This is an optimization exercise on Yosys and OpenROAD, whose aim is small area, not a production implementation. Function was checked by simulation only, so behaviour that the tests miss may differ from the original. Power and IR drop assume default switching activity.

== run a ==
// main
module main(
	input clk,
	input rst,
	input btnu,
	input btnd,
	input btnl,
	input btnr,
	output [7:0] rgb,
	output hsync1,
	output vsync1,
	output reg [9:0] h_counter,
	output reg [9:0] v_counter,
	output reg [3:0] an,
	output [6:0] seg,
	output reg [1:0] direction
    );
Size in the first run: about 1400 cells after synthesis, ~430 flip-flops, roughly 49 I/O pins, ~15000 sq um of cells after synthesis.
clock: 12.0 ns
lec_check: 0
cap_margin: 20
core_margin: 2
core_utilization: 40
cts_buf_list: sky130_fd_sc_hd__clkbuf_8
cts_cluster_diameter: 60
cts_cluster_size: 16
place_density: 0.6
slew_margin: 20
run.sh (not shown) runs the stock make flow with config.mk's settings and CLKGATE_MAP_FILE= SYNTH_SCRIPT=/design/flow/synth_recipe.tcl, a recipe that flattens the netlist after the stock synthesis.
Modified inputs, run b compared to run a
--- a/flow/design.v
+++ b/flow/design.v
@@ -71,31 +71,31 @@
 			kx = 5'd29;
 	end
 	wire k2 = (kx != 5'd31) && (kx != 5'd0);    
 	reg [9:0] ring [0:28];
 	reg [4:0] jin;                   
 	reg init;                        
 	reg pend;                        
 	reg strm;                        
 	reg [9:0] xhead;                 
 	wire [9:0] port_a = ring[28];
 	wire [9:0] port_b = ring[13];
 	wire [4:0] jb = (jin > 5'd14) ? jin - 5'd14 : jin + 5'd15;
-	wire window = (h_counter[9] & h_counter[8]) | ~(h_counter[9] | h_counter[8] | h_counter[7]);    
+	wire window = (h_counter >= 10'd704) || (h_counter < 10'd176);
 	wire active = pend & (strm | (window & (jin == 5'd1)));
 	wire last = (jin == kx);
 	reg [9:0] port_out;
 	always @* begin
 		if (init)
-			port_out = {{8{jin >= 5'd4}}, jin == 5'd1, jin == 5'd2};    
+			port_out = {{8{jin >= 5'd4}}, jin == 5'd2, jin == 5'd1};
 		else if (active)
 			port_out = xhead;
 		else
 			port_out = port_a;
 	end
 	integer i;
 	always @(posedge clk) begin
 		for (i = 1; i < 29; i = i + 1)
 			ring[i] <= ring[i - 1];
 		ring[0] <= port_out;
 	end
 	wire move = tick_move & ~lost & ~wall;
@@ -215,40 +215,40 @@
 	input btnd,
 	input btnl,
 	input btnr,
 	output [7:0] rgb,
 	output hsync1,
 	output vsync1,
 	output reg [9:0] h_counter,
 	output reg [9:0] v_counter,
 	output reg [3:0] an,
 	output [6:0] seg,
 	output reg [1:0] direction
     );
-	reg [8:0] tick_cnt;
+	reg [13:0] count_2hz;
 	reg clk_2hz;
-	wire h_end32 = &h_counter[4:0];
-	wire tick_low0 = ~|tick_cnt[7:0];
+	wire c2_low0 = ~|count_2hz[12:0];
+	wire c2_wrap = count_2hz[13] & c2_low0;
 	always @(posedge clk) begin
 		if (rst) begin
-			tick_cnt <= 0;
+			count_2hz <= 0;
 			clk_2hz <= 0;
 		end
-		else if (h_end32) begin
-			tick_cnt <= {tick_cnt[7:0], tick_cnt[8] ^ tick_cnt[4] ^ tick_low0};
-			if (tick_cnt[8] & tick_low0)
+		else begin
+			count_2hz <= {count_2hz[12:0], count_2hz[13] ^ count_2hz[12] ^ count_2hz[11] ^ count_2hz[1] ^ c2_low0};
+			if (c2_wrap)
 				clk_2hz <= ~clk_2hz;
 		end
 	end
-	wire tick_move = clk_2hz & ~tick_cnt[8] & tick_low0 & (h_counter[4:0] == 5'd0);
+	wire tick_move = clk_2hz & ~count_2hz[13] & c2_low0;
 	reg [11:0] fast_cnt;
 	wire fast_end = (fast_cnt == 12'd877);
 	always @(posedge clk) begin
 		if (rst | fast_end)
 			fast_cnt <= 0;
 		else
 			fast_cnt <= {fast_cnt[10:0], ~(fast_cnt[11] ^ fast_cnt[10] ^ fast_cnt[9] ^ fast_cnt[3])};
 	end
 	wire fast_rise = fast_end & (h_counter[2:0] == 3'd3);
 	always @(posedge clk) begin
 		if (rst) begin
 			h_counter <= 0;
@@ -333,47 +333,32 @@
 		.clk_2hz(clk_2hz),
 		.tick_move(tick_move),
 		.direction(direction),
 		.index(index_reg),
 		.h_counter(h_counter),
 		.sc_th(sc_th),
 		.sc_hu(sc_hu),
 		.sc_te(sc_te),
 		.sc_un(sc_un),
 		.is_snake(is_snake),
 		.is_food(is_food)
 	);
-	reg an_on;
-	reg [1:0] an_pos;
-	wire [1:0] an_pos_next = an_on ? an_pos + 2'd1 : 2'd0;
+	wire [3:0] an_next = (&an) ? 4'b0111 : {an[0], an[3:1]};
 	reg [3:0] digit;
-	always @* begin
-		case ({an_on, an_pos})
-			3'b100: an = 4'b0111;
-			3'b101: an = 4'b1011;
-			3'b110: an = 4'b1101;
-			3'b111: an = 4'b1110;
-			default: an = 4'b1111;
-		endcase
-	end
 	always @(posedge clk) begin
 		if (rst) begin
-			an_on <= 0;
-			an_pos <= 0;
+			an <= 4'b1111;
 			digit <= 4'hf;
 		end
 		else if (fast_rise) begin
-			an_on <= 1;
-			an_pos <= an_pos_next;
-			case (an_pos_next)
-				2'd0: digit <= {3'b0, sc_th};
-				2'd1: digit <= sc_hu;
-				2'd2: digit <= sc_te;
-				default: digit <= sc_un;
-			endcase
+			an <= an_next;
+			digit <= ({4{~an_next[3]}} & {3'b0, sc_th})
+			       | ({4{~an_next[2]}} & sc_hu)
+			       | ({4{~an_next[1]}} & sc_te)
+			       | ({4{~an_next[0]}} & sc_un);
 		end
 	end
 	display segdisplay(
 		.number(digit),
 		.seg(seg)
 	);
 endmodule
Results
- Sort run b and run a by relative contribution of the clock network to total power, descending, and run b comes first.
- Re share of the final layout cell area in multi-input gates: run b is 0.96 points down on run a.
- Run b vs. run a: share of the synthesized netlist area taken by xor and xnor gates shows a reduction of 0.49 points; worst hold slack after final layout shows no meaningful change; power of the sequential group shows no meaningful change; sequential fraction of total cell area shows an increase of 1.1 points.
- Re shortest period the worst path allows: run a was lower than run b.
- Run a → run b: flip-flop and latch count climbed about 1.4%, via count dropped about 3%, global-route usage dropped 0.51 points, filler-free cell count of the finished design dropped 91, core utilization climbed 0.55 points.
- In the flow results for run b and run a, the clock-buffer cell count is smaller on run a.
- Combinational power share: run b vs run a down 0.8 points

==> separate check: timing with driven ports <==
Ports are ideal in the flow. The routed layouts listed here were re-timed in OpenROAD.
Step 1 sets driving cells, clkbuf_16 on the clock port and buf_2 on the other inputs (assumed; they add their load-dependent delay and slew).
Step 2 moves the port delays by t, midway between the first and last clock arrival at a register: inputs arrive t later, outputs are due t later. That takes back most of the time a late clock gives input paths.
Slacks: no drivers / after step 1 / after step 2; pairs: no drivers / after step 1.
run	shift t [ns]	setup slack, ns	worst setup path after step 2	latest minus earliest clock arrival (ns)	slew at the worst register clock pin (ns)
run a	0.605	7.274 / 7.228 / 7.156	input to register	0.034 / 0.033	0.10 / 0.10
run b	0.601	6.851 / 6.805 / 7.406	register to output	0.044 / 0.045	0.10 / 0.10
After both steps setup and hold are still met in every run listed. The setup slack of run a, which loses most, moves by -0.046 ns with the drivers and by -0.118 ns with both steps.
